Source: an optimization exercise on an open RTL-to-GDS flow (aim: small area and a short achievable clock period). Production flows keep margins and buffers that such runs may drop.
RTL that was checked went through simulation tests only; none was proved equivalent to the original.
For runs 3 to 6, only the layout was checked, not whether the RTL still works.
The flow treats the clock pin as an ideal source, which a real chip does not have.
Power is estimated from default activity; no workload was simulated.

File: flow/run.sh
#!/bin/bash
# Standard ORFS layout, with one change to the clock tree: after CTS the root
# buffer between the clock port and the first level of clock buffers is
# removed, so the port drives those (two) buffers directly and every
# register's clock passes through two buffers instead of three. Each tool's
# output goes to a log file in this folder.
set -euo pipefail
R=orfs/results/sky130hd/axis_master/base
OPENROAD=$(command -v openroad || echo "$FLOW_HOME/../tools/install/OpenROAD/bin/openroad")
bash standard.sh cts > make_to_cts.log 2>&1
IN_ODB=$R/4_cts.odb OUT_ODB=$R/4_cts.odb "$OPENROAD" -no_init -exit flow/clkroot.tcl > clkroot.log 2>&1
bash standard.sh finish > make_finish.log 2>&1
File: flow/clkroot.tcl
# Drive the first level of clock buffers straight from the clock port:
# remove the single root buffer CTS puts between the port and them, so the
# clock reaches every register through two buffers instead of three.
# Usage: openroad -exit clkroot.tcl with IN_ODB, OUT_ODB set.
read_db $::env(IN_ODB)
set block [ord::get_db_block]
set port_net [$block findNet axi_aclk]
set roots {}
foreach it [$port_net getITerms] {
  lappend roots [$it getInst]
}
if {[llength $roots] != 1} {
  puts "clkroot: port drives [llength $roots] cells, leaving the tree as it is"
} else {
  set root [lindex $roots 0]
  set rnet [[$root findITerm X] getNet]
  set loads {}
  foreach it [$rnet getITerms] {
    if {[$it isInputSignal]} { lappend loads $it }
  }
  if {[llength $loads] > 4} {
    puts "clkroot: root drives [llength $loads] pins, leaving the tree as it is"
  } else {
    foreach it $loads {
      $it disconnect
      $it connect $port_net
    }
    [$root findITerm A] disconnect
    [$root findITerm X] disconnect
    odb::dbInst_destroy $root
    odb::dbNet_destroy $rnet
    puts "clkroot: removed [$root getName]; port now drives [llength $loads] buffers"
  }
}
write_db $::env(OUT_ODB)
File: standard.sh
#!/bin/bash
# synth_recipe.tcl (not shown) runs the flow's synth.tcl, then flattens the netlist and writes it again
# the make line also repeats each setting of config.mk as NAME=value (left out here)
make -C /OpenROAD-flow-scripts/flow DESIGN_CONFIG=/design/flow/config.mk WORK_HOME=/design/flow/orfs CLKGATE_MAP_FILE= SYNTH_SCRIPT=/design/flow/synth_recipe.tcl "${@:-finish}"
File: config.mk
export PLATFORM = sky130hd
export DESIGN_NAME = axis_master
export DESIGN_NICKNAME = axis_master
export VERILOG_FILES = /design/flow/design.v
export SDC_FILE = /design/flow/constraint.sdc
export NUM_CORES = 4
export LEC_CHECK = 0
export CAP_MARGIN = 20
export CORE_MARGIN = 2
export CORE_UTILIZATION = 40
export CTS_CLUSTER_DIAMETER = 120
export CTS_CLUSTER_SIZE = 25
export SETUP_SLACK_MARGIN = 2.9
export SLEW_MARGIN = 20
File: constraint.sdc
create_clock -name core_clock -period 5.0 [get_ports {axi_aclk}]
set_input_delay 1.0000 -clock core_clock [delete_from_list [all_inputs] [get_ports {axi_aclk}]]
set_output_delay 1.0000 -clock core_clock [all_outputs]
set_load 0.01 [all_outputs]
File: design.v
module axis_master(
    input logic bk_start,
    input logic [31:0] bk_data,
    input logic [3:0] bk_tstrb,
    input logic [3:0] bk_tkeep,
    input logic [1:0] bk_tid,
    input logic [1:0] bk_user,
    output logic bk_nordy,
    output logic bk_done,
    input axi_aclk,
    input axi_aresetn,
    output logic axis_tvalid,
    output logic [31:0] axis_tdata,
    output logic [3:0] axis_tstrb,
    output logic [3:0] axis_tkeep,
    output logic axis_tlast,
    output logic [1:0] axis_tid,
    output logic [1:0] axis_tuser,
    input axis_tready
);
    localparam DEPTH = 8, WIDTH = 44;
    logic [WIDTH - 1:0] fifo [DEPTH - 1:0];
    logic [WIDTH - 1:0] din, o_q, o_n;
    logic [7:0] d_q, d_n, w_q, w_n, cnt_q, cnt_n, nx_q, nx_n;
    logic s_q, v_q, l_q, nordy_q, v_n;
    logic full, wr, rd, byp, hold, show;
    assign din = {bk_data, bk_tstrb, bk_tkeep, bk_tid, bk_user};
    assign full = (d_q == 8'd8);
    assign wr   = bk_start & ~full;
    assign rd   = s_q & v_q & axis_tready;
    logic [7:0] d_inc, d_dec, w_inc;
    logic d_is0, d_is1, d_is2, d_is255, w_is0, w_is1, w_is255;
    logic gt1_inc, gt1_dec, gt1_same, v_inc, v_dec, v_same0, v_same1, v_clr;
    logic [7:0] nx_rot;
    logic [2:0] dl;
    assign d_inc = d_q + 8'd1;
    assign d_dec = d_q - 8'd1;
    assign w_inc = w_q + 8'd1;
    assign d_is0   = (d_q == 8'd0);
    assign d_is1   = (d_q == 8'd1);
    assign d_is2   = (d_q == 8'd2);
    assign d_is255 = (d_q == 8'd255);
    assign w_is0   = (w_q == 8'd0);
    assign w_is1   = (w_q == 8'd1);
    assign w_is255 = (w_q == 8'd255);
    assign gt1_same = ~d_is0 & ~d_is1;
    assign gt1_inc  = ~d_is0 & ~d_is255;
    assign gt1_dec  = ~d_is1 & ~d_is2;
    assign v_inc    = gt1_inc | (d_is0 & w_is0 & ~v_q);    
    assign v_dec    = gt1_dec;                             
    assign v_same0  = gt1_same | (d_is1 & w_is1 & ~v_q);   
    assign v_same1  = gt1_same;                            
    assign v_clr    = ~w_is255;                            
    always_comb begin
        if (l_q) begin
            w_n = wr ? w_inc : 8'd0;
            d_n = wr ? w_inc : 8'd0;
            v_n = wr & v_clr;
        end
        else begin
            w_n = wr ? w_inc : w_q;
            case ({wr, rd})
                2'b10:   begin d_n = d_inc; v_n = v_inc;   end
                2'b01:   begin d_n = d_dec; v_n = v_dec;   end
                2'b11:   begin d_n = d_q;   v_n = v_same1; end
                default: begin d_n = d_q;   v_n = v_same0; end
            endcase
        end
    end
    assign nx_rot = {nx_q[6:0], nx_q[7]};
    always_comb begin
        if (~v_q)      nx_n = 8'b0000_0001;
        else if (~s_q) nx_n = 8'b0000_0010;
        else if (rd)   nx_n = nx_rot;
        else           nx_n = nx_q;
    end
    assign cnt_n = (s_q & ~axis_tready) ? cnt_q + 8'd1 : 8'd0;
    logic en_b, en_h, en_m;
    logic [DEPTH - 1:0] sel;
    assign dl   = d_q[2:0];
    assign byp  = wr & (rd ? (dl == 3'd1) : (dl == 3'd0));
    assign hold = s_q & ~axis_tready;
    assign show = v_q & ~(d_is255 & wr & ~rd);
    assign en_b = show & byp;
    assign en_h = show & ~byp & hold;
    assign en_m = show & ~byp & ~hold;
    assign sel  = nx_q & {DEPTH{en_m}};
    always_comb begin
        o_n = (din & {WIDTH{en_b}}) | (o_q & {WIDTH{en_h}});
        for (int i = 0; i < DEPTH; i++)
            o_n = o_n | (fifo[i] & {WIDTH{sel[i]}});
    end
    always_ff @(posedge axi_aclk) begin
        if (wr) fifo[w_q[2:0]] <= din;
    end
    always_ff @(posedge axi_aclk or negedge axi_aresetn) begin
        if (~axi_aresetn) begin
            d_q     <= 8'd0;
            w_q     <= 8'd0;
            cnt_q   <= 8'd0;
            nx_q    <= 8'b0000_0001;
            s_q     <= 1'b0;
            v_q     <= 1'b0;
            l_q     <= 1'b0;
            nordy_q <= 1'b0;
            o_q     <= '0;
        end
        else begin
            d_q     <= d_n;
            w_q     <= w_n;
            cnt_q   <= cnt_n;
            nx_q    <= nx_n;
            s_q     <= v_q;
            v_q     <= v_n;
            l_q     <= v_q & ~v_n;
            nordy_q <= s_q & ~axis_tready & (cnt_q >= 8'd4) & (cnt_q != 8'd255);
            o_q     <= o_n;
        end
    end
    assign axis_tvalid = s_q;
    assign axis_tlast  = l_q;
    assign bk_done     = l_q;
    assign bk_nordy    = nordy_q;
    assign {axis_tdata, axis_tstrb, axis_tkeep, axis_tid, axis_tuser} = o_q;
endmodule
==> results of run 1 <==
## power by group
group	switching, uW	total (uW)	internal (uW)
logic	1820	3090	1270
clock network	1080	1860	774
registers	415	4990	4580
total	3320	9940	6620
## stage by stage
stage | utilization, % | cell area, um^2 | setup slack [ns] | hold WS (ns) | instances
floorplan | - | 16750 | 1.816 | 0.3487 | 1004
global placement | 44.52 | 18140 | 1.159 | 0.4750 | 1577
detailed placement | 44.52 | 18140 | 1.069 | 0.4837 | 1577
CTS | 46.56 | 18970 | 2.775 | 0.4994 | 1650
global route | 47.05 | 19170 | 2.862 | 0.5165 | 1656
finish | 47.06 | 19170 | 2.890 | 0.4968 | 1658
## sequential cells by signal, summed over array words and instances, names as in the netlist
name     cells
cnt_q        8
nx_q         8
d_q          8
l_q          1
nordy_q      1
w_q          8
o_q         44
s_q          1
v_q          1
fifo       352
## Yosys cell counts (all sizes together) (6+ instances only)
cell type	instances
a21oi	6
a31oi	45
buf	21
dfrtp	79
o22ai	10
nor4	6
inv	9
nand3	12
clkbuf	58
nand2	17
and3	7
nor2	22
ha	10
edfxtp	352
mux2i	9
a221o	44
a221oi	45
a22o	45
o21ai	60
xnor2	13
a22oi	86
## layout make-up
| class | count | area (um^2) | area share (%) |
|---|---|---|---|
| inverters | 9 | 33.78 | 0.1762 |
| multi-input cells | 492 | 3976 | 20.74 |
| clock inverters | 2 | 21.27 | 0.1109 |
| clock buffers | 34 | 553.0 | 2.884 |
| repair buffers | 155 | 1319 | 6.878 |
| flip-flops and latches | 432 | 12600 | 65.71 |
| well taps | 532 | 665.6 | 3.472 |
| diodes | 2 | 5.005 | 0.02610 |
## cell families after synthesis
group	count (synthesis)	share of synthesized area [%]
AO/OA/AOI/OAI	356	16.27
XOR/XNOR	17	0.9024
adder cells (fa/ha/maj)	10	0.7583
buffers and inverters	88	2.366
flip-flops	432	76.20
multiplexers	10	0.6143
AND/OR/NAND/NOR	91	2.889
## path summary, 6_finish.rpt
check,startpoint,to,slack (ns),depth (start not counted)
max in group asynchronous,axi_aresetn,nx_q[0]$_DFFE_PN1P_,3.35,2
min in group asynchronous,axi_aresetn,d_q[7]$_DFFE_PN0P_,0.70,1
min reg2reg,cnt_q[0]$_DFF_PN0_,cnt_q[0]$_DFF_PN0_,0.50,1
max reg2reg,s_q$_DFF_PN0_,o_q[23]$_DFF_PN0_,2.96,7
min,cnt_q[0]$_DFF_PN0_,cnt_q[0]$_DFF_PN0_,0.50,1
max,axis_tready,o_q[23]$_DFF_PN0_,2.89,7
## per-layer routing
metal	share of wire (%)	global-route usage, %	vias to the layer above
met5	0.026	0	-
met4	1.3	3.695	2
met3	6.8	3.153	41
met2	47	32.75	436
met1	45	30.29	5335
li1	-	-	4357
## what timing repair did
action	CTS	global route
setup endpoints to repair	471	366
pin swaps	5	2
resized for setup	249	35
cloned	9	1
setup buffers	27	6
## worst max-delay path, delay by kind of cell
kind                   cells  cell delay [ns]
buffers and inverters      2             0.41
AO/OA/AOI/OAI              4             0.89
AND/OR/NAND/NOR            1             0.09
==> results.sh, run 1 <==
export IMPL_grt_pass1_wl_um=66260
export IMPL_grt_start_max_net_pins=52
export IMPL_fin_skew_ns=0.02059
export IMPL_core_area_mm2=0.04074
export IMPL_synth_ff_latch_count=432
export IMPL_fp_row_count=74
export IMPL_path_max_fanout=16
export IMPL_cts_root_buf="clkbuf_16"
export IMPL_rsz0062_at_grt="true"
export IMPL_clock_latency_ns=0.41
export IMPL_postSynthCellCount=1004
export IMPL_worstPathCellList="buf_8, nor2b_4, buf_4, a221oi_1, a31oi_1, a221o_1, a22o_1"
export IMPL_worst_pin_slew_ns=0.8940
export IMPL_slew_viol_final=0
export IMPL_hold_viol_final=0
export IMPL_cts_tree="yes"
export IMPL_hold_path_class="flop to flop"
export IMPL_antenna_found_initial=2
export IMPL_finalCriticalPeriod_ns=2.110
export IMPL_die_width_um=207.1
export IMPL_yosysTopAreaCellShare_pct=64.06
export IMPL_vdd_ir_drop_max_uv=250.3
export IMPL_gp_congestion=0.7559
export IMPL_htreeDepth=1
export IMPL_detail_route_wl_per_cell_um=27.56
export IMPL_most_common_layout_cells="edfxtp_1, a22oi_1, dfrtp_1, o21ai_0"
export IMPL_drtPass1Iterations=5
export IMPL_overflow=0
export IMPL_dp_hpwl_um=21700
export IMPL_vias=10170
export IMPL_ant_nets=0
export IMPL_wirelength_um=45700
export IMPL_layout_commonest_cell="edfxtp_1"
export IMPL_synth_edf_count=352
export IMPL_die_area_mm2=0.04289
export IMPL_track_usage_pct=20.54
export IMPL_cts_sinks=432
export IMPL_power_density_mw_per_mm2=518.5
export IMPL_slew_limit_headroom_pct=40.40
export IMPL_endpoint_kind="flop"
export IMPL_grt_pass1_vias=9856
export IMPL_finalSetupTns_ns=0
export IMPL_io_buffers=95
export IMPL_synthesis_area_mm2=0.01650
export IMPL_async_flop_share_pct=18.52
export IMPL_ys_warn_count=1
export IMPL_synth_distinct_cells=58
export IMPL_setup_viol=0
export IMPL_clock_fmax_mhz=473.9
export IMPL_synth_avg_cell_area_um2=16.43
export IMPL_power_total_uw=9941
export IMPL_yosys_area_top_type="edfxtp_1"
export IMPL_crit_type="input pin to flop"
export IMPL_nets=1168
export IMPL_via_per_inst=6.134
export IMPL_area_delta_synth_final_pct=16.21
export IMPL_synthesis_nets=1062
export IMPL_status="no timing/DRC/antenna violations"
export IMPL_fill_cells=3529
export IMPL_cpMaxStageDelayCell="a221oi_1"
export IMPL_cp_data_required_time_ns=5.30
export IMPL_fp_dieH_um=207.1
export IMPL_fin_crit_sh_pct=42.20
export IMPL_cts_buffers=21
export IMPL_drive_gt1_share_pct=18.68
export IMPL_seq_area_frac_synth_pct=76.20
export IMPL_cts_path_max_buffers=3
export IMPL_synth_ff_type="edfxtp_1"
export IMPL_drtIter0Drc=1056
export IMPL_clk_pin_slew_ns=0.10
export IMPL_hold_buffers=0
export IMPL_drv_cap=0
export IMPL_ioPinCount=96
export IMPL_initial_core_util_pct=40.50
export IMPL_leakagePower_uw=0.006439
export IMPL_cp_arrival_ns=2.41
export IMPL_drc_errors=0
export IMPL_start_kind="input pin"
export IMPL_netlist_top_cells_area="edfxtp_1, dfrtp_1, a22oi_1, a221o_1, a221oi_1"
export IMPL_slowest_delay_ns=0.32
==> inputs of run 2 (changes only) <==
--- a/config.mk
+++ b/config.mk
@@ -8,7 +8,7 @@
 export CAP_MARGIN = 20
 export CORE_MARGIN = 2
 export CORE_UTILIZATION = 40
-export CTS_CLUSTER_DIAMETER = 120
-export CTS_CLUSTER_SIZE = 25
-export SETUP_SLACK_MARGIN = 2.9
+export CTS_CLUSTER_DIAMETER = 100
+export CTS_CLUSTER_SIZE = 20
+export SETUP_SLACK_MARGIN = 3.0
 export SLEW_MARGIN = 20
==> run 2 against run 1 <==
Sequential share of layout area down 2.7 points. Highest routed layer is now met4. First-iteration DRC count is 27% higher. Still clean. Count of clock-buffer cells in the layout up 6. Total power grew 5.8%. Worst setup slack improved by 0.023 ns. Largest power group unchanged. Design area is 4.2% higher. Global-route usage up 0.28 points. Utilization rose by 2.0 points. Via count up 2.5%. Combinational power up 14%.
==> results.sh, run 2 <==
export IMPL_status="no timing/DRC/antenna violations"
export IMPL_drive_gt1_share_pct=21.82
export IMPL_place_inst=1576
export IMPL_crit_path_frequent_cell="buf_6"
export IMPL_endpoint_kind="primary output"
export IMPL_via_per_inst=6.142
export IMPL_worstPathCellList="buf_6, buf_6"
export IMPL_ys_warn_count=1
export IMPL_ioPinCount=96
export IMPL_yosysTopAreaCellShare_pct=64.06
export IMPL_synth_avg_cell_area_um2=16.43
export IMPL_postSynthCellCount=1004
export IMPL_cts_buffers=25
export IMPL_drtIter0Drc=1344
export IMPL_htreeDepth=1
export IMPL_cts_sinks=432
export IMPL_slowest_delay_ns=0.42
export IMPL_synth_edf_count=352
export IMPL_overflow=0
export IMPL_min_path_cells=1
export IMPL_drc_errors=0
export IMPL_drv_cap=0
export IMPL_finalSetupTns_ns=0
export IMPL_timing_rr_start="nx_q[1]$_DFFE_PN0P_"
export IMPL_drtPass1Iterations=5
export IMPL_hold_viol_final=0
export IMPL_cpMaxStageDelayCell="dfrtp_2"
export IMPL_most_common_layout_cells="edfxtp_1, a22oi_1, dfrtp_1, o21ai_0"
export IMPL_die_area_mm2=0.04289
export IMPL_design_area_mm2=0.01999
export IMPL_synthesis_nets=1062
export IMPL_ant_nets=0
export IMPL_wirelength_um=47920
export IMPL_synth_top_cells_by_count="edfxtp_1, a22oi_1, dfrtp_1"
export IMPL_clock_latency_ns=0.42
export IMPL_gp_congestion=0.8015
export IMPL_grt_start_max_net_pins=59
export IMPL_power_density_mw_per_mm2=526.5
export IMPL_r2r_end="o_q[42]$_DFF_PN0_"
export IMPL_fp_dieH_um=207.1
export IMPL_start_kind="flop"
export IMPL_min_to="cnt_q[0]$_DFF_PN0_"
export IMPL_setup_viol=0
export IMPL_vdd_ir_drop_max_uv=271.0
export IMPL_die_width_um=207.1
export IMPL_async_flop_share_pct=18.52
export IMPL_finalCriticalPeriod_ns=2.087
export IMPL_hold_path_class="flop to flop"
export IMPL_cts_path_max_buffers=3
export IMPL_cts_root_buf="clkbuf_16"
export IMPL_fin_skew_ns=0.01396
export IMPL_yosysMostFrequentCell="edfxtp_1"
export IMPL_dp_hpwl_um=21720
export IMPL_path_max_fanout=2
export IMPL_grt_pass1_vias=9852
export IMPL_placed_cell_area_mm2=0.01813
export IMPL_min_from="cnt_q[0]$_DFF_PN0_"
export IMPL_cp_arrival_ns=1.09
export IMPL_layout_commonest_cell="edfxtp_1"
export IMPL_cts_tree="yes"
export IMPL_leakagePower_uw=0.006780
export IMPL_clock_fmax_mhz=479.1
export IMPL_grt_pass1_wl_um=67040
export IMPL_fin_cells=1697
export IMPL_rsz0062_at_grt="true"
export IMPL_track_usage_pct=20.82
export IMPL_vias=10420
export IMPL_slew_viol_final=0
export IMPL_area_delta_synth_final_pct=21.13
export IMPL_io_buffers=95
export IMPL_synth_ff_latch_count=432
export IMPL_worst_pin_slew_ns=0.8339
export IMPL_crit_type="flop to primary output"
export IMPL_antenna_found_initial=1
export IMPL_netlist_top_cells_area="edfxtp_1, dfrtp_1, a22oi_1, a221o_1, a221oi_1"
export IMPL_detail_route_wl_per_cell_um=28.24
export IMPL_slew_limit_headroom_pct=44.40
export IMPL_core_area_mm2=0.04074
export IMPL_initial_core_util_pct=40.50
export IMPL_yosys_area_top_type="edfxtp_1"
export IMPL_largest_reg_flops=352
export IMPL_final_core_util_pct=49.06
export IMPL_r2r_slack_ns=2.97
export IMPL_fp_row_count=74
export IMPL_power_total_uw=10520
export IMPL_cp_data_required_time_ns=4.00
export IMPL_seq_area_frac_synth_pct=76.20
export IMPL_reg2reg_depth=6
export IMPL_synth_ff_type="edfxtp_1"
export IMPL_clk_pin_slew_ns=0.09
export IMPL_nets=1205
export IMPL_synthesis_area_mm2=0.01650
export IMPL_fin_crit_sh_pct=41.75
export IMPL_hold_buffers=0
export IMPL_synth_distinct_cells=58
==> run 2: cells by family (layout without fill, tap and decap cells) <==
kind of cell               count (synthesis)  in the layout  synth area share, %
AOI/OAI and AO/OA                        356            356                16.27
adders and majority gates                 10             10               0.7583
buffers and inverters                     88            232                2.366
xor gates and xnor gates                  17             17               0.9024
muxes                                     10             10               0.6143
DFF                                      432            432                76.20
other                                      0              1                    0
and+or+nand+nor                           91            107                2.889
==> run 2: routing by layer <==
metal | track usage, % | share of wire, %
met3 | 3.714 | 9.4
met4 | 3.473 | 1.5
met5 | 0 | 0
met2 | 32.68 | 46
met1 | 30.92 | 43
==> run 2: report_power, final <==
part           switching [uW]  total [uW]  internal [uW]
Clock                    1100        2000            908
Sequential                428        5010           4580
Combinational            1990        3510           1520
==> run 2: metrics by stage <==
step / hold slack [ns] / setup WS (ns)
after floorplan: 0.3487 / 1.816
after global placement: 0.4795 / 1.112
after detailed placement: 0.4854 / 1.052
after CTS: 0.4603 / 2.779
after global routing: 0.5264 / 2.890
final: 0.4955 / 2.913
==> run 2: area by class of cell <==
type,count,area (um^2)
Fill cell,3445,20750
Clock inverter,3,13.76
Inverter,9,38.79
Antenna cell,1,2.502
Sequential cell,432,12600
Timing Repair Buffer,180,1832
Multi-Input combinational cell,500,4172
Clock buffer,40,660.6
Tap cell,532,665.6
==> run 2: timing repair <==
action                     4_1_cts  5_1_grt
setup endpoints to repair      471      297
buffers inserted                31       21
pin swaps                       11       26
resized for setup              271       78
cloned                          13       12
==> run 2: how the worst max path moves through the flow <==
stage | startpoint | end | cells after the start
2_1_floorplan | bk_start | fifo[0][0]$_DFFE_PP_ | 3
3_3_place_gp | axis_tready | o_q[42]$_DFF_PN0_ | 5
3_5_place_dp | axis_tready | o_q[42]$_DFF_PN0_ | 7
4_1_cts | l_q$_DFF_PN0_ | axis_tlast | 2
5_1_grt | l_q$_DFF_PN0_ | axis_tlast | 2
6_report | l_q$_DFF_PN0_ | axis_tlast | 2
==> run 2: worst max-delay path: cells and delay by family (launching register included) <==
kind,cells,cell delay (ns)
buf+inv,2,0.24
flops,1,0.42
==> inputs of run 3 (changes only) <==
--- a/design.v
+++ b/design.v
@@ -1,3 +1,14 @@
+module axis_out_flag(
+    input logic clk,
+    input logic rst_n,
+    input logic d,
+    output logic q
+);
+    always_ff @(posedge clk or negedge rst_n) begin
+        if (~rst_n) q <= 1'b0;
+        else        q <= d;
+    end
+endmodule
 module axis_master(
     input logic bk_start,
     input logic [31:0] bk_data,
@@ -117,9 +128,9 @@
             o_q     <= o_n;
         end
     end
-    assign axis_tvalid = s_q;
-    assign axis_tlast  = l_q;
-    assign bk_done     = l_q;
+    axis_out_flag tvalid_flag(.clk(axi_aclk), .rst_n(axi_aresetn), .d(v_q), .q(axis_tvalid));
+    axis_out_flag tlast_flag(.clk(axi_aclk), .rst_n(axi_aresetn), .d(v_q & ~v_n), .q(axis_tlast));
+    axis_out_flag done_flag(.clk(axi_aclk), .rst_n(axi_aresetn), .d(v_q & ~v_n), .q(bk_done));
     assign bk_nordy    = nordy_q;
     assign {axis_tdata, axis_tstrb, axis_tkeep, axis_tid, axis_tuser} = o_q;
 endmodule
--- a/config.mk
+++ b/config.mk
@@ -8,7 +8,8 @@
 export CAP_MARGIN = 20
 export CORE_MARGIN = 2
 export CORE_UTILIZATION = 40
-export CTS_CLUSTER_DIAMETER = 100
-export CTS_CLUSTER_SIZE = 20
+export CTS_CLUSTER_DIAMETER = 120
+export CTS_CLUSTER_SIZE = 25
 export SETUP_SLACK_MARGIN = 3.0
 export SLEW_MARGIN = 20
+export SYNTH_HIERARCHICAL = 1
==> run 3 against run 2 <==
Critical path type is now flop to flop. Flip-flop and latch count is 3 higher. Still clean. Synthesized cell count grew 1.0%. Critical endpoint is now fifo[1][13]$_DFFE_PP_. First-iteration DRC count is 15% lower. Global-route usage grew 2.3 points.
==> results.sh, run 3 <==
export IMPL_multi_input_area_mm2=0.004140
export IMPL_track_usage_pct=23.09
export IMPL_cts_path_max_buffers=3
export IMPL_seq_power_share_pct=47.2
export IMPL_detail_route_wl_per_cell_um=30.04
export IMPL_clock_fmax_mhz=450.4
export IMPL_rsz0062_at_grt="true"
export IMPL_fin_crit_sh_pct=44.40
export IMPL_vdd_ir_drop_max_uv=313.0
export IMPL_reg2reg_depth=10
export IMPL_core_area_mm2=0.04092
export IMPL_r2r_end="fifo[1][13]$_DFFE_PP_"
export IMPL_synth_distinct_cells=57
export IMPL_min_path_cells=1
export IMPL_yosysMostFrequentCell="edfxtp_1"
export IMPL_vias=11180
export IMPL_hold_path_class="flop to flop"
export IMPL_cp_data_required_time_ns=5.14
export IMPL_antenna_found_initial=3
export IMPL_io_buffers=95
export IMPL_power_internal_uw=7126
export IMPL_worst_pin_slew_ns=1.028
export IMPL_fp_row_count=74
export IMPL_pwr_share_comb_pct=34.4
export IMPL_cts_tree="yes"
export IMPL_ys_warn_count=8
export IMPL_overflow=0
export IMPL_finalWorstSetupSlack_ns=2.780
export IMPL_via_per_inst=6.306
export IMPL_dp_hpwl_um=23720
export IMPL_synthesis_nets=1072
export IMPL_synth_avg_cell_area_um2=16.38
export IMPL_slew_limit_headroom_pct=31.45
export IMPL_cp_arrival_ns=2.36
export IMPL_register_area_mm2=0.01267
export IMPL_dp_slack_ns=1.222
export IMPL_grt_pass1_wl_um=74000
export IMPL_synth_top_cells_by_count="edfxtp_1, a22oi_1, dfrtp_1"
export IMPL_async_flop_share_pct=19.08
export IMPL_setup_viol=0
export IMPL_endpoint_kind="flop"
export IMPL_die_area_mm2=0.04316
export IMPL_fin_skew_ns=0.01914
export IMPL_power_switching_uw=3524
export IMPL_clk_pin_slew_ns=0.10
export IMPL_most_common_layout_cells="edfxtp_1, a22oi_1, dfrtp_1, buf_4"
export IMPL_r2r_slack_ns=2.78
export IMPL_grt_pass1_vias=10780
export IMPL_die_width_um=207.8
export IMPL_clock_latency_ns=0.42
export IMPL_seq_area_frac_synth_pct=76.17
export IMPL_cts_sinks=435
export IMPL_nets=1283
export IMPL_start_kind="flop"
export IMPL_yosys_area_top_type="edfxtp_1"
export IMPL_hold_viol_final=0
export IMPL_drtPass1Iterations=5
export IMPL_fill_cells=3309
export IMPL_min_to="cnt_q[0]$_DFF_PN0_"
export IMPL_initial_core_util_pct=40.58
export IMPL_drv_cap=0
export IMPL_finalCriticalPeriod_ns=2.220
export IMPL_netlist_top_cells_area="edfxtp_1, dfrtp_1, a22oi_1, a221o_1, a221oi_1"
export IMPL_ioPinCount=96
export IMPL_gp_congestion=0.8294
export IMPL_drtIter0Drc=1141
export IMPL_drc_errors=0
export IMPL_area_delta_synth_final_pct=27.99
export IMPL_slew_viol_final=0
export IMPL_timing_rr_start="d_q[0]$_DFFE_PN0P_"
export IMPL_finalSetupTns_ns=0
export IMPL_power_density_mw_per_mm2=501.1
export IMPL_synth_ff_latch_count=435
export IMPL_synthesis_area_mm2=0.01661
export IMPL_largest_reg_flops=352
export IMPL_p_sw_share_pct=33.09
export IMPL_htreeDepth=1
export IMPL_grt_start_max_net_pins=63
export IMPL_layout_commonest_cell="edfxtp_1"
export IMPL_synth_edf_count=352
export IMPL_cts_buffers=21
export IMPL_min_from="cnt_q[0]$_DFF_PN0_"
export IMPL_status="no timing/DRC/antenna violations"
export IMPL_ant_nets=0
export IMPL_path_max_fanout=7
export IMPL_postSynthCellCount=1014
export IMPL_yosysTopAreaCellShare_pct=63.65
export IMPL_drive_gt1_share_pct=25.56
export IMPL_leakagePower_uw=0.007368
export IMPL_fp_dieH_um=207.8
export IMPL_synth_ff_type="edfxtp_1"
export IMPL_crit_type="flop to flop"
export IMPL_wirelength_um=53260
export IMPL_clkPwrFrac_pct=18.3
export IMPL_cts_root_buf="clkbuf_16"
run 3: power groups by stage:
stage	clock, uW	sequential (uW)	combinational, uW
2_1_floorplan	0	4940	1640
3_3_place_gp	0	5060	2620
3_5_place_dp	0	5070	2650
4_1_cts	2030	5020	3300
5_1_grt	2100	5080	3870
6_report	1950	5030	3670
run 3: what timing repair did:
item / 4_1_cts / 5_1_grt
endpoints found under the hold margin: 0 / 0
buffers inserted: 77 / 21
gates cloned: 29 / 14
gates resized for setup: 366 / 60
pin swaps: 24 / 12
hold buffers: 0 / 0
setup endpoints to repair: 472 / 441
run 3: final cells by class:
cell class                      count  share of cell area, %
Tap cell                          532                  3.132
Sequential cell                   435                  59.63
Timing Repair Buffer              253                  14.69
Clock inverter                      3                 0.2355
Clock buffer                       34                  2.649
Multi-Input combinational cell    506                  19.48
Antenna cell                        1                0.01177
Inverter                            9                 0.1707
run 3: worst max path at each step:
stage	from	depth (start not counted)	slack (ns)	endpoint
2_1_floorplan	bk_start	6	1.80	fifo[5][0]$_DFFE_PP_
3_3_place_gp	axis_tready	8	1.20	o_q[11]$_DFF_PN0_
3_5_place_dp	axis_tready	8	1.22	o_q[18]$_DFF_PN0_
4_1_cts	o_q[16]$_DFF_PN0_	1	2.83	axis_tdata[4]
5_1_grt	d_q[1]$_DFFE_PN0P_	8	2.75	fifo[0][31]$_DFFE_PP_
6_report	d_q[0]$_DFFE_PN0P_	10	2.78	fifo[1][13]$_DFFE_PP_
run 3: through the flow:
step / util (%) / hold slack (ns) / area (um^2) / total power (uW) / instances
3_3_place_gp: 44.68 / 0.4695 / 18290 / 7679 / 1594
2_1_floorplan: - / 0.3688 / 16780 / 6580 / 1014
3_5_place_dp: 44.68 / 0.4958 / 18290 / 7727 / 1594
5_1_grt: 51.94 / 0.5356 / 21250 / 11040 / 1773
6_report: 51.94 / 0.4985 / 21250 / 10650 / 1773
4_1_cts: 50.20 / 0.5079 / 20550 / 10340 / 1738
run 3: kinds of logic after synthesis:
| family | Yosys count | synth area share (%) |
|---|---|---|
| flip-flops | 435 | 76.17 |
| AO/OA/AOI/OAI | 358 | 16.45 |
| AND/OR/NAND/NOR | 97 | 2.969 |
| buffers and inverters | 85 | 2.034 |
| XOR/XNOR | 16 | 0.8439 |
| multiplexers | 13 | 0.7836 |
| adder cells (fa/ha/maj) | 10 | 0.7535 |
run 3: modules after synthesis, one instance, submodules excluded:
module | cells | times used | area (um^2)
axis_master | 1011 | 1 | 16530
axis_out_flag | 1 | 3 | 25.02
run 3: worst max-delay path: stages (launching register included):
cell and delay [ns]:
dfrtp_2 0.39, inv_2 0.05, ha_4 0.16, nand3b_1 0.19, o21a_4 0.18, buf_12 0.13
nand2_8 0.06, buf_6 0.13, nor3_4 0.23, buf_6 0.20, clkbuf_16 0.19
run 3: routing by layer:
| metal | wire, um | vias up | track usage, % |
|---|---|---|---|
| met4 | 1676 | 4 | 7.386 |
| met5 | 27 | - | 0 |
| met2 | 25640 | 616 | 37.61 |
| li1 | - | 4646 | - |
| met3 | 5198 | 103 | 4.887 |
| met1 | 20710 | 5812 | 31.10 |
==> inputs of run 4 (changes only) <==
--- a/design.v
+++ b/design.v
@@ -34,10 +34,9 @@
     logic [WIDTH - 1:0] din, o_q, o_n;
     logic [7:0] d_q, d_n, w_q, w_n, cnt_q, cnt_n, nx_q, nx_n;
     logic s_q, v_q, l_q, nordy_q, v_n;
-    logic full, wr, rd, byp, hold, show;
+    logic full_q, full_n, wr, rd, byp, hold, show;
     assign din = {bk_data, bk_tstrb, bk_tkeep, bk_tid, bk_user};
-    assign full = (d_q == 8'd8);
-    assign wr   = bk_start & ~full;
+    assign wr   = bk_start & ~full_q;
     assign rd   = s_q & v_q & axis_tready;
     logic [7:0] d_inc, d_dec, w_inc;
     logic d_is0, d_is1, d_is2, d_is255, w_is0, w_is1, w_is255;
@@ -85,6 +84,16 @@
         else if (rd)   nx_n = nx_rot;
         else           nx_n = nx_q;
     end
+    always_comb begin
+        if (l_q)
+            full_n = wr & (w_q == 8'd7);
+        else
+            case ({wr, rd})
+                2'b10:   full_n = (d_q == 8'd7);
+                2'b01:   full_n = (d_q == 8'd9);
+                default: full_n = full_q;
+            endcase
+    end
     assign cnt_n = (s_q & ~axis_tready) ? cnt_q + 8'd1 : 8'd0;
     logic en_b, en_h, en_m;
     logic [DEPTH - 1:0] sel;
@@ -107,6 +116,7 @@
     always_ff @(posedge axi_aclk or negedge axi_aresetn) begin
         if (~axi_aresetn) begin
             d_q     <= 8'd0;
+            full_q  <= 1'b0;
             w_q     <= 8'd0;
             cnt_q   <= 8'd0;
             nx_q    <= 8'b0000_0001;
@@ -118,6 +128,7 @@
         end
         else begin
             d_q     <= d_n;
+            full_q  <= full_n;
             w_q     <= w_n;
             cnt_q   <= cnt_n;
             nx_q    <= nx_n;
==> run 4 against run 3 <==
Still clean. Worst setup slack lost 0.0013 ns. Combinational power down about 10%. Die area increased by 1.7%. Utilization down 3.7 points. Routed wire length fell by 16%. Area after synthesis rose by 1.7%. Global-route usage fell by 3.1 points. Final cell count is 0.11% lower. Register-to-register slack better by 0.15 ns. Non-clock buffer count decreased by 44. Sequential power is 3% lower. Total power decreased by 5.8%. Critical endpoint is now o_q[20]$_DFF_PN0_.
==> results.sh, run 4 <==
export IMPL_status="no timing/DRC/antenna violations"
export IMPL_fin_crit_sh_pct=44.43
export IMPL_async_flop_share_pct=19.27
export IMPL_slew_viol_final=0
export IMPL_cpMaxStageDelayCell="or3_4"
export IMPL_fill_cells=3569
export IMPL_slowest_delay_ns=0.36
export IMPL_synthesis_area_mm2=0.01689
export IMPL_yosysTopAreaCellShare_pct=62.57
export IMPL_fp_row_count=75
export IMPL_drtPass1Iterations=6
export IMPL_core_area_mm2=0.04185
export IMPL_hold_viol_final=0
export IMPL_track_usage_pct=19.99
export IMPL_clock_latency_ns=0.41
export IMPL_die_area_mm2=0.04389
export IMPL_yosys_area_top_type="edfxtp_1"
export IMPL_seq_area_frac_synth_pct=75.02
export IMPL_r2r_slack_ns=2.93
export IMPL_hold_path_class="flop to flop"
export IMPL_clk_pin_slew_ns=0.10
export IMPL_timing_rr_start="d_q[2]$_DFFE_PN0P_"
export IMPL_drive_gt1_share_pct=24.19
export IMPL_via_per_inst=5.905
export IMPL_synth_xor_area_share_pct=1.037
export IMPL_synth_top_cells_by_count="edfxtp_1, a22oi_1, dfrtp_1"
export IMPL_cts_path_max_buffers=3
export IMPL_endpoint="o_q[20]$_DFF_PN0_"
export IMPL_fp_dieH_um=209.5
export IMPL_htreeDepth=1
export IMPL_largest_reg_flops=352
export IMPL_crit_type="input pin to flop"
export IMPL_synth_ff_type="edfxtp_1"
export IMPL_cp_num_cells=10
export IMPL_vdd_ir_drop_max_uv=246.0
export IMPL_overflow=0
export IMPL_cts_sinks=436
export IMPL_slew_limit_headroom_pct=41.56
export IMPL_yosys_area_share_simple_pct=5.584
export IMPL_io_buffers=95
export IMPL_cp_arrival_ns=2.51
export IMPL_start_kind="input pin"
export IMPL_synth_top_family_by_area="compound AO/OA/AOI/OAI gates"
export IMPL_rsz0062_at_grt="true"
export IMPL_setup_viol=0
export IMPL_antenna_found_initial=2
export IMPL_synthesis_nets=1116
export IMPL_fin_skew_ns=0.01488
export IMPL_detail_route_wl_per_cell_um=25.33
export IMPL_grt_start_max_net_pins=52
export IMPL_gp_congestion=0.7542
export IMPL_leakagePower_uw=0.006880
export IMPL_r2r_end="d_q[7]$_DFFE_PN0P_"
export IMPL_drv_cap=0
export IMPL_synth_distinct_cells=48
export IMPL_nets=1276
export IMPL_ioPinCount=96
export IMPL_power_density_mw_per_mm2=496.5
export IMPL_multi_input_area_mm2=0.004214
export IMPL_register_area_mm2=0.01270
export IMPL_crit_path_start="axis_tready"
export IMPL_layout_commonest_cell="edfxtp_1"
export IMPL_initial_core_util_pct=40.36
export IMPL_synth_adder_area_share_pct=0.7406
export IMPL_cts_root_buf="clkbuf_16"
export IMPL_ys_warn_count=8
export IMPL_synth_edf_count=352
export IMPL_synth_mux_area_share_pct=0.6221
export IMPL_finalSetupTns_ns=0
export IMPL_synth_compound_area_share_pct=14.58
export IMPL_crit_path_frequent_cell="buf_12"
export IMPL_synth_ff_latch_count=436
export IMPL_crit_buf_inv=5
export IMPL_cts_buffers=21
export IMPL_wirelength_um=44860
export IMPL_reg2reg_depth=5
export IMPL_endpoint_kind="flop"
export IMPL_grt_pass1_vias=10290
export IMPL_die_width_um=209.5
export IMPL_synth_avg_cell_area_um2=15.97
export IMPL_dp_hpwl_um=21630
export IMPL_hold_buffers=0
export IMPL_drtIter0Drc=1217
export IMPL_cp_data_required_time_ns=5.29
export IMPL_finalCriticalPeriod_ns=2.221
export IMPL_area_delta_synth_final_pct=19.61
export IMPL_cp_top_family="buffers and inverters"
export IMPL_postSynthCellCount=1058
export IMPL_cts_tree="yes"
export IMPL_yosysMostFrequentCell="edfxtp_1"
export IMPL_fin_cells=1771
export IMPL_place_inst=1638
export IMPL_drc_errors=0
export IMPL_worstPathCellList="buf_6, buf_8, and3_4, mux2i_4, or3_4, buf_12, buf_12, buf_16, o211ai_2, a21oi_2"
export IMPL_most_common_layout_cells="edfxtp_1, a22oi_1, buf_4, dfrtp_1, nand2_1"
export IMPL_grt_pass1_wl_um=65660
export IMPL_vias=10460
export IMPL_diodes=0
export IMPL_worst_pin_slew_ns=0.8766
export IMPL_ant_nets=0
export IMPL_clock_fmax_mhz=450.2
export IMPL_path_max_fanout=6
export IMPL_netlist_top_cells_area="edfxtp_1, dfrtp_1, a22oi_1, o211ai_2, a22o_1"
-- run 4: modules after synthesis, one instance, submodules excluded --
module / times used / cells inside / flops+latches / cell area [um^2]
axis_master: 1 / 1055 / 433 / 16820
axis_out_flag: 3 / 1 / 1 / 25.02
-- run 4: how the worst min path moves through the flow --
| stage | slack [ns] | cells after the start | startpoint | end |
|---|---|---|---|---|
| 2_1_floorplan | 0.45 | 1 | cnt_q[0]$_DFF_PN0_ | cnt_q[0]$_DFF_PN0_ |
| 3_3_place_gp | 0.47 | 1 | cnt_q[0]$_DFF_PN0_ | cnt_q[0]$_DFF_PN0_ |
| 3_5_place_dp | 0.47 | 1 | cnt_q[0]$_DFF_PN0_ | cnt_q[0]$_DFF_PN0_ |
| 4_1_cts | 0.49 | 1 | cnt_q[0]$_DFF_PN0_ | cnt_q[0]$_DFF_PN0_ |
| 5_1_grt | 0.54 | 1 | cnt_q[0]$_DFF_PN0_ | cnt_q[0]$_DFF_PN0_ |
| 6_report | 0.48 | 1 | cnt_q[0]$_DFF_PN0_ | cnt_q[0]$_DFF_PN0_ |
-- run 4: report_power, final --
group	switching [uW]	leakage, uW	internal (uW)
Sequential	400	0.00425	4470
Clock	1090	0.000271	776
Combinational	1840	0.00236	1460
Total	3330	0.00688	6700
-- run 4: through the flow --
stage          hold slack [ns]  setup WS, ns  power, uW  cell area (um^2)  utilization [%]
2_1_floorplan           0.4462         1.693       6588             17100                -
3_3_place_gp            0.4712         1.254       7536             18520            44.24
3_5_place_dp            0.4737         1.223       7590             18520            44.24
4_1_cts                 0.4878         2.829       9968             19860            47.46
5_1_grt                 0.5372         2.761      10470             20210            48.28
6_report                0.4788         2.779      10030             20210            48.28
-- run 4: layer usage --
layer | vias up | GRT usage [%] | share of wire [%]
met5 | - | 0 | 0.060
met4 | 4 | 4.402 | 2.0
met3 | 55 | 3.277 | 6.9
met2 | 349 | 32.14 | 47
met1 | 5450 | 28.85 | 44
li1 | 4599 | - | -
-- run 4: kinds of logic after synthesis --
logic type,count (synthesis)
flops,436
fa+ha+maj,10
mux,10
xor+xnor,20
compound gates,306
buf+inv,91
simple gates,185
-- run 4: cell type report --
type / count / area share [%]
repair buffers: 209 / 9.913
inverters: 10 / 0.2043
clock buffers: 35 / 2.755
clock inverters: 1 / 0.08050
flip-flops and latches: 436 / 62.85
well taps: 539 / 3.337
multi-input cells: 541 / 20.85
-- run 4: worst register-to-register path, stage by stage (launching register included) --
cell and delay [ns]:
dfrtp_2 0.54, nor4_1 0.53, nand3_4 0.14, o41ai_4 0.37
xor2_1 0.10, mux2_2 0.27
-- run 4: timing repair --
action / in CTS / in global routing
resized for setup: 257 / 51
pin swaps: 20 / 24
endpoints found under the setup margin: 473 / 396
setup buffers: 68 / 12
cloned: 13 / 4
==> inputs of run 5 (changes only) <==
--- a/design.v
+++ b/design.v
@@ -1,3 +1,21 @@
+module axis_aoi222 #(parameter WIDTH = 44)(
+    input logic [WIDTH - 1:0] a1, a2, b1, b2, c1, c2,
+    output logic [WIDTH - 1:0] y
+);
+    assign y = ~((a1 & a2) | (b1 & b2) | (c1 & c2));
+endmodule
+module axis_nand2 #(parameter WIDTH = 44)(
+    input logic [WIDTH - 1:0] a, b,
+    output logic [WIDTH - 1:0] y
+);
+    assign y = ~(a & b);
+endmodule
+module axis_nand4 #(parameter WIDTH = 44)(
+    input logic [WIDTH - 1:0] a, b, c, d,
+    output logic [WIDTH - 1:0] y
+);
+    assign y = ~(a & b & c & d);
+endmodule
 module axis_out_flag(
     input logic clk,
     input logic rst_n,
@@ -105,11 +123,28 @@
     assign en_h = show & ~byp & hold;
     assign en_m = show & ~byp & ~hold;
     assign sel  = nx_q & {DEPTH{en_m}};
-    always_comb begin
-        o_n = (din & {WIDTH{en_b}}) | (o_q & {WIDTH{en_h}});
-        for (int i = 0; i < DEPTH; i++)
-            o_n = o_n | (fifo[i] & {WIDTH{sel[i]}});
-    end
+    logic [WIDTH - 1:0] grp0, grp1, grp2, grp3;
+    axis_aoi222 #(.WIDTH(WIDTH)) payload_g0(
+        .a1({WIDTH{sel[0]}}), .a2(fifo[0]),
+        .b1({WIDTH{sel[1]}}), .b2(fifo[1]),
+        .c1({WIDTH{sel[2]}}), .c2(fifo[2]),
+        .y(grp0));
+    axis_aoi222 #(.WIDTH(WIDTH)) payload_g1(
+        .a1({WIDTH{sel[3]}}), .a2(fifo[3]),
+        .b1({WIDTH{sel[4]}}), .b2(fifo[4]),
+        .c1({WIDTH{sel[5]}}), .c2(fifo[5]),
+        .y(grp1));
+    axis_aoi222 #(.WIDTH(WIDTH)) payload_g2(
+        .a1({WIDTH{sel[6]}}), .a2(fifo[6]),
+        .b1({WIDTH{sel[7]}}), .b2(fifo[7]),
+        .c1({WIDTH{en_h}}),   .c2(o_q),
+        .y(grp2));
+    axis_nand2 #(.WIDTH(WIDTH)) payload_g3(
+        .a({WIDTH{en_b}}), .b(din),
+        .y(grp3));
+    axis_nand4 #(.WIDTH(WIDTH)) payload_or(
+        .a(grp0), .b(grp1), .c(grp2), .d(grp3),
+        .y(o_n));
     always_ff @(posedge axi_aclk) begin
         if (wr) fifo[w_q[2:0]] <= din;
     end
==> run 5 against run 4 <==
Design area decreased by 3.0%. Die area fell by 5.2%. Synthesized cell count decreased by 15%. Largest power group unchanged.
==> results.sh, run 5 <==
export IMPL_leakagePower_uw=0.006701
export IMPL_postSynthCellCount=900
export IMPL_yosys_area_share_simple_pct=7.110
export IMPL_via_per_inst=6.068
export IMPL_synth_avg_cell_area_um2=17.77
export IMPL_synth_top_family_by_area="compound AO/OA/AOI/OAI gates"
export IMPL_yosysMostFrequentCell="edfxtp_1"
export IMPL_clk_pin_slew_ns=0.09
export IMPL_fin_skew_ns=0.02091
export IMPL_nets=1172
export IMPL_die_width_um=204.0
export IMPL_fill_cells=3301
export IMPL_synth_compound_area_share_pct=10.68
export IMPL_core_area_mm2=0.03964
export IMPL_crit_path_frequent_cell="buf_6"
export IMPL_rsz0062_at_grt="true"
export IMPL_gp_congestion=0.8357
export IMPL_yosys_area_top_type="edfxtp_1"
export IMPL_path_max_fanout=8
export IMPL_largest_reg_flops=352
export IMPL_hold_buffers=0
export IMPL_grt_pass1_vias=9597
export IMPL_async_flop_share_pct=19.27
export IMPL_slew_viol_final=0
export IMPL_synth_ff_type="edfxtp_1"
export IMPL_cp_data_required_time_ns=5.28
export IMPL_design_area_mm2=0.01959
export IMPL_wirelength_um=44930
export IMPL_cts_sinks=436
export IMPL_overflow=0
export IMPL_start_kind="input pin"
export IMPL_dp_hpwl_um=20890
export IMPL_drtIter0Drc=1449
export IMPL_synthesis_area_mm2=0.01600
export IMPL_cp_arrival_ns=2.94
export IMPL_fin_crit_sh_pct=53.19
export IMPL_finalSetupTns_ns=0
export IMPL_synth_adder_area_share_pct=0.7822
export IMPL_cts_buffers=21
export IMPL_detail_route_wl_per_cell_um=27.12
export IMPL_slowest_delay_ns=0.42
export IMPL_cts_tree="yes"
export IMPL_synth_xor_area_share_pct=0.6571
export IMPL_setup_viol=0
export IMPL_ys_warn_count=8
export IMPL_worstPathCellList="buf_6, buf_6, and3_4, mux2i_4, o311a_4, and2_4, buf_12, a222oi_1, nand4_1"
export IMPL_cts_path_max_buffers=3
export IMPL_grt_pass1_wl_um=63890
export IMPL_cpMaxStageDelayCell="a222oi_1"
export IMPL_hold_viol_final=0
export IMPL_cts_root_buf="clkbuf_16"
export IMPL_synth_ff_latch_count=436
export IMPL_drv_cap=0
export IMPL_status="no timing/DRC/antenna violations"
export IMPL_seq_area_frac_synth_pct=79.23
export IMPL_initial_core_util_pct=40.35
export IMPL_most_common_layout_cells="edfxtp_1, a222oi_1, dfrtp_1, nand2_1, nand4_1"
export IMPL_power_density_mw_per_mm2=494.2
export IMPL_vias=10060
export IMPL_hold_path_class="flop to flop"
export IMPL_yosysTopAreaCellShare_pct=66.08
export IMPL_clock_fmax_mhz=376.0
export IMPL_htreeDepth=1
export IMPL_fp_row_count=73
export IMPL_crit_type="input pin to flop"
export IMPL_placed_cell_area_mm2=0.01786
export IMPL_endpoint_kind="flop"
export IMPL_ioPinCount=96
export IMPL_io_buffers=95
export IMPL_drive_gt1_share_pct=20.73
export IMPL_hold_slack_ns=0.4859
export IMPL_synthesis_nets=958
export IMPL_fp_dieH_um=204.0
export IMPL_synth_distinct_cells=60
export IMPL_drtPass1Iterations=6
export IMPL_synth_mux_area_share_pct=0.5632
export IMPL_vdd_ir_drop_max_uv=337.0
export IMPL_ant_nets=0
export IMPL_synth_edf_count=352
export IMPL_area_delta_synth_final_pct=22.48
export IMPL_worst_pin_slew_ns=0.8891
export IMPL_track_usage_pct=20.78
export IMPL_netlist_top_cells_area="edfxtp_1, dfrtp_1, a222oi_1, nand4_1, nand2_1"
export IMPL_die_area_mm2=0.04160
export IMPL_layout_commonest_cell="edfxtp_1"
export IMPL_finalCriticalPeriod_ns=2.660
export IMPL_synth_top_cells_by_count="edfxtp_1, a222oi_1, dfrtp_1"
export IMPL_drc_errors=0
export IMPL_clock_latency_ns=0.41
export IMPL_antenna_found_initial=3
export IMPL_slew_limit_headroom_pct=40.72
export IMPL_grt_start_max_net_pins=55
-- run 5: final timing paths --
kind | start | to | slack (ns) | cells past startpoint
setup / recovery | axis_tready | o_q[24]$_DFF_PN0_ | 2.34 | 9
hold / removal | fifo[5][31]$_DFFE_PP_ | o_q[31]$_DFF_PN0_ | 0.49 | 2
setup reg to reg | d_q[2]$_DFFE_PN0P_ | o_q[24]$_DFF_PN0_ | 2.47 | 7
hold reg to reg | fifo[5][31]$_DFFE_PP_ | o_q[31]$_DFF_PN0_ | 0.49 | 2
max in group asynchronous | axi_aresetn | d_q[0]$_DFFE_PN0P_ | 3.26 | 2
min in group asynchronous | axi_aresetn | nx_q[1]$_DFFE_PN0P_ | 0.70 | 1
-- run 5: modules after synthesis (local to each module, per instance), a selection --
module         cell area, um^2  flip-flops and latches
axis_master              14160                     433
axis_out_flag            25.02                       1
-- run 5: per-stage QoR --
stage	cells	total power (uW)	utilization (%)	worst slack, ns
2_1_floorplan	900	6251	-	1.721
3_3_place_gp	1524	7267	45.06	0.9761
3_5_place_dp	1524	7305	45.06	0.9039
4_1_cts	1628	9508	48.41	2.463
5_1_grt	1656	10080	49.42	2.284
6_report	1657	9682	49.42	2.340
-- run 5: kinds of logic (layout without fill, tap and decap cells) --
group	Yosys count	count (layout)
AO/OA/AOI/OAI	185	186
XOR/XNOR	12	12
adder cells (fa/ha/maj)	10	10
buffers and inverters	32	240
flip-flops	436	436
multiplexers	9	9
other	0	3
AND/OR/NAND/NOR	216	236
-- run 5: routing by layer --
| layer | global-route usage [%] | up-vias | part of all wire [%] |
|---|---|---|---|
| met3 | 2.631 | 62 | 8.3 |
| met2 | 35.13 | 456 | 49 |
| met5 | 0 | - | 0.024 |
| met1 | 28.72 | 5189 | 40 |
| li1 | - | 4346 | - |
| met4 | 5.072 | 2 | 1.9 |
-- run 5: layout make-up --
type                       instances  area, um^2  share of cell area [%]
clock inverter                     2       25.02                  0.1277
multi-input combinational        453        3623                   18.50
tap                              525       656.9                   3.353
sequential                       436       12680                   64.73
antenna                            3       7.507                 0.03832
clock buffer                      35       556.8                   2.842
inverter                          14       52.55                  0.2682
timing repair buffer             189        1987                   10.14
-- run 5: power breakdown --
group | internal, uW | switching (uW)
combinational | 1220 | 1590
sequential | 4620 | 409
clock | 779 | 1060
-- run 5: critical path, delay by kind of cell --
family                 cells  cell delay, ns
AO/OA/AOI/OAI              2            0.77
AND/OR/NAND/NOR            3            0.58
multiplexers               1            0.20
buffers and inverters      3            0.38
-- run 5: repair_timing --
action                                  4_1_cts  5_1_grt
resized for setup                           299       36
endpoints found under the setup margin      465      307
gates cloned                                 23        8
buffers inserted                             43       19
pin swaps                                   104       63
==> inputs of run 6 (changes only) <==
--- a/design.v
+++ b/design.v
@@ -52,9 +52,10 @@
     logic [WIDTH - 1:0] din, o_q, o_n;
     logic [7:0] d_q, d_n, w_q, w_n, cnt_q, cnt_n, nx_q, nx_n;
     logic s_q, v_q, l_q, nordy_q, v_n;
-    logic full_q, full_n, wr, rd, byp, hold, show;
+    logic full, wr, rd, byp, hold, show;
     assign din = {bk_data, bk_tstrb, bk_tkeep, bk_tid, bk_user};
-    assign wr   = bk_start & ~full_q;
+    assign full = (d_q == 8'd8);
+    assign wr   = bk_start & ~full;
     assign rd   = s_q & v_q & axis_tready;
     logic [7:0] d_inc, d_dec, w_inc;
     logic d_is0, d_is1, d_is2, d_is255, w_is0, w_is1, w_is255;
@@ -102,16 +103,6 @@
         else if (rd)   nx_n = nx_rot;
         else           nx_n = nx_q;
     end
-    always_comb begin
-        if (l_q)
-            full_n = wr & (w_q == 8'd7);
-        else
-            case ({wr, rd})
-                2'b10:   full_n = (d_q == 8'd7);
-                2'b01:   full_n = (d_q == 8'd9);
-                default: full_n = full_q;
-            endcase
-    end
     assign cnt_n = (s_q & ~axis_tready) ? cnt_q + 8'd1 : 8'd0;
     logic en_b, en_h, en_m;
     logic [DEPTH - 1:0] sel;
@@ -151,7 +142,6 @@
     always_ff @(posedge axi_aclk or negedge axi_aresetn) begin
         if (~axi_aresetn) begin
             d_q     <= 8'd0;
-            full_q  <= 1'b0;
             w_q     <= 8'd0;
             cnt_q   <= 8'd0;
             nx_q    <= 8'b0000_0001;
@@ -163,7 +153,6 @@
         end
         else begin
             d_q     <= d_n;
-            full_q  <= full_n;
             w_q     <= w_n;
             cnt_q   <= cnt_n;
             nx_q    <= nx_n;
==> run 6 against run 5 <==
Register-to-register slack got worse by 0.32 ns. Non-clock buffer count increased by 143. Sequential share of layout area decreased by 7.5 points. Utilization increased by 7.7 points. Clock skew about the same. Combinational power increased by 39%. Critical path depth increased by 3. Global-route usage increased by 3.4 points. Via count increased by 7.0%. Fmax decreased by 8.9%. Design area increased by 13%. Critical endpoint is now o_q[10]$_DFF_PN0_.
==> results.sh, run 6 <==
export IMPL_fill_cells=2849
export IMPL_fin_crit_sh_pct=58.39
export IMPL_design_area_mm2=0.02213
export IMPL_area_delta_synth_final_pct=40.87
export IMPL_hold_path_class="flop to flop"
export IMPL_rsz0062_at_grt="true"
export IMPL_worst_pin_slew_ns=1.060
export IMPL_synth_ff_latch_count=435
export IMPL_synthesis_area_mm2=0.01571
export IMPL_fin_cells=1740
export IMPL_clock_latency_ns=0.41
export IMPL_grt_start_max_net_pins=65
export IMPL_hold_slack_ns=0.4828
export IMPL_crit_type="input pin to flop"
export IMPL_synth_avg_cell_area_um2=18.26
export IMPL_async_flop_share_pct=19.08
export IMPL_ant_nets=0
export IMPL_ioPinCount=96
export IMPL_grt_pass1_vias=10180
export IMPL_cts_root_buf="clkbuf_16"
export IMPL_start_kind="input pin"
export IMPL_most_common_layout_cells="edfxtp_1, a222oi_1, dfrtp_1, nand2_1"
export IMPL_initial_core_util_pct=40.55
export IMPL_vias=10760
export IMPL_overflow=0
export IMPL_gp_congestion=0.7981
export IMPL_endpoint_kind="flop"
export IMPL_setup_viol=0
export IMPL_synth_distinct_cells=45
export IMPL_drv_cap=0
export IMPL_slew_limit_headroom_pct=29.35
export IMPL_cp_arrival_ns=3.17
export IMPL_synth_edf_count=352
export IMPL_via_per_inst=6.182
export IMPL_synth_ff_type="edfxtp_1"
export IMPL_place_inst=1489
export IMPL_postSynthCellCount=860
export IMPL_drc_errors=0
export IMPL_largest_reg_flops=352
export IMPL_finalSetupTns_ns=0
export IMPL_yosysMostFrequentCell="edfxtp_1"
export IMPL_clock_fmax_mhz=342.5
export IMPL_finalCriticalPeriod_ns=2.920
export IMPL_placed_cell_area_mm2=0.01774
export IMPL_die_width_um=202.2
export IMPL_drive_gt1_share_pct=30.41
export IMPL_power_density_mw_per_mm2=484.5
export IMPL_nets=1264
export IMPL_die_area_mm2=0.04087
export IMPL_track_usage_pct=24.18
export IMPL_wirelength_um=53040
export IMPL_cts_buffers=21
export IMPL_netlist_top_cells_area="edfxtp_1, dfrtp_1, a222oi_1, nand4_1, nand2_1"
export IMPL_r2r_slack_ns=2.15
export IMPL_leakagePower_uw=0.007894
export IMPL_fin_skew_ns=0.02076
export IMPL_dp_hpwl_um=19940
export IMPL_grt_pass1_wl_um=71380
export IMPL_yosysTopAreaCellShare_pct=67.30
export IMPL_path_max_fanout=6
export IMPL_cts_sinks=435
export IMPL_synthesis_nets=918
export IMPL_fp_dieH_um=202.2
export IMPL_synth_top_cells_by_count="edfxtp_1, a222oi_1, dfrtp_1"
export IMPL_seq_area_frac_synth_pct=80.53
export IMPL_drtIter0Drc=1918
export IMPL_fp_row_count=72
export IMPL_ys_warn_count=8
export IMPL_detail_route_wl_per_cell_um=30.48
export IMPL_cts_path_max_buffers=3
export IMPL_vdd_ir_drop_max_uv=241.2
export IMPL_core_area_mm2=0.03874
export IMPL_status="no timing/DRC/antenna violations"
export IMPL_cts_tree="yes"
export IMPL_cp_data_required_time_ns=5.25
export IMPL_antenna_found_initial=4
export IMPL_yosys_area_top_type="edfxtp_1"
export IMPL_htreeDepth=1
export IMPL_layout_commonest_cell="edfxtp_1"
export IMPL_drtPass1Iterations=8
export IMPL_clk_pin_slew_ns=0.10
export IMPL_io_buffers=95
export IMPL_slew_viol_final=0
export IMPL_hold_viol_final=0
## run 6: changes by cell type in the layout (fill, tap and decap cells not counted), sizes merged, moves of 5 or more
cell    delta
buf      +135
and2      -18
nor3       -9
clkbuf     +7
inv        -6
and3       +5
nand4      -5
## run 6: report_power, final
group          switching [uW]  total [uW]  internal, uW  leakage, uW
registers                 358        4930          4570      0.00428
logic                    1920        3910          1980      0.00334
clock network            1100        1880           777     0.000271
## run 6: metal layers
metal / track usage [%] / wire length, um / vias to the layer above
li1: - / - / 4461
met5: 0 / 29 / -
met4: 8.863 / 1986 / 4
met3: 4.531 / 5646 / 113
met1: 31.92 / 19360 / 5497
met2: 40.13 / 26020 / 681
## run 6: path summary, 6_finish.rpt
check                                            from                      to  cells past startpoint
worst max-delay path                      axis_tready       o_q[10]$_DFF_PN0_                     12
worst min-delay path            fifo[5][20]$_DFFE_PP_       o_q[20]$_DFF_PN0_                      2
worst max register to register     d_q[3]$_DFFE_PN0P_       o_q[10]$_DFF_PN0_                     10
worst min register to register  fifo[5][20]$_DFFE_PP_       o_q[20]$_DFF_PN0_                      2
max in group asynchronous                 axi_aresetn     nx_q[0]$_DFFE_PN1P_                      2
min in group asynchronous                 axi_aresetn  tlast_flag.q$_DFF_PN0_                      1
## run 6: cells by family after synthesis
family                   synth area share (%)
adder cells (fa/ha/maj)                0.7966
buffers and inverters                  0.4939
multiplexers                           0.7090
flip-flops                              80.53
AND/OR/NAND/NOR                         6.054
AO/OA/AOI/OAI                           10.30
XOR/XNOR                                1.115
## run 6: per-module statistics from Yosys, one instance, submodules excluded, a selection
module | area, um^2 | flip-flops and latches
axis_out_flag | 25.02 | 1
axis_master | 13870 | 432
## run 6: final cells by class
cell class / instances / area, um^2 / share of cell area [%]
Clock inverter: 1 / 16.27 / 0.07351
Inverter: 9 / 36.28 / 0.1640
Tap cell: 518 / 648.1 / 2.929
Clock buffer: 35 / 556.8 / 2.516
Sequential cell: 435 / 12650 / 57.19
Timing Repair Buffer: 332 / 4863 / 21.98
Antenna cell: 2 / 5.005 / 0.02262
Multi-Input combinational cell: 408 / 3346 / 15.12
## run 6: worst max-delay path, stage by stage
cell and delay [ns]:
buf_6 0.09, buf_6 0.11, and3_4 0.19, mux2i_4 0.19, o22ai_2 0.16, a21oi_2 0.08, buf_6 0.13, and2_4 0.20
buf_12 0.14, buf_16 0.12, a222oi_1 0.53, nand4_1 0.24
## run 6: what timing repair did
| item | in CTS | in global routing |
|---|---|---|
| cloned | 58 | 15 |
| resized for setup | 376 | 49 |
| endpoints found under the setup margin | 464 | 432 |
| buffers inserted | 104 | 36 |
| hold buffers | 0 | 0 |
| pin swaps | 91 | 52 |
## run 6: per-stage QoR
| stage | utilization (%) | setup WS [ns] | total power, uW |
|---|---|---|---|
| finish | 57.12 | 2.080 | 10720 |
| global placement | 45.81 | 0.9000 | 7035 |
| floorplan | - | 1.909 | 6052 |
| global route | 57.11 | 2.104 | 11050 |
| CTS | 54.75 | 2.443 | 10200 |
| detailed placement | 45.81 | 0.7774 | 7059 |

what the ideal ports hide:
In the flow no input, the clock included, has a driving cell. The finished layouts below were timed again as built, in two steps.
Step 1 (the two cells are an assumption about what drives the block):
set clk [get_ports {axi_aclk}]
set_driving_cell -lib_cell sky130_fd_sc_hd__clkbuf_16 $clk
set_driving_cell -lib_cell sky130_fd_sc_hd__buf_2 [delete_from_list [all_inputs] $clk]
Step 2 adds t to the input delays and takes it off the output delays; t is the mean of the earliest and latest rising clock arrival at the registers after step 1. Input paths then give back, and output paths get back, about the clock's delay inside the block.
a / b / c = ideal / step 1 / step 2; a / b = the first two.
run	shift t [ns]	setup slack, ns	slew at the worst register clock pin (ns)	worst data-port slew with drivers (ns)	cell pins on the clock port's net
run 1	0.459	2.890 / 2.864 / 2.434	0.10 / 0.10	0.12	2
run 2	0.474	2.913 / 2.849 / 2.453	0.09 / 0.09	0.15	2
run 3	0.480	2.780 / 2.780 / 2.346	0.10 / 0.10	0.09	2
run 4	0.469	2.779 / 2.814 / 2.345	0.10 / 0.10	0.09	2
run 5	0.466	2.340 / 2.372 / 1.906	0.11 / 0.11	0.09	2
run 6	0.478	2.080 / 2.122 / 1.645	0.10 / 0.10	0.12	2
After both steps setup and hold are still met in every run listed. For run 2, which loses most, drivers alone change the setup slack by -0.064 ns; drivers and shift together by -0.460 ns.
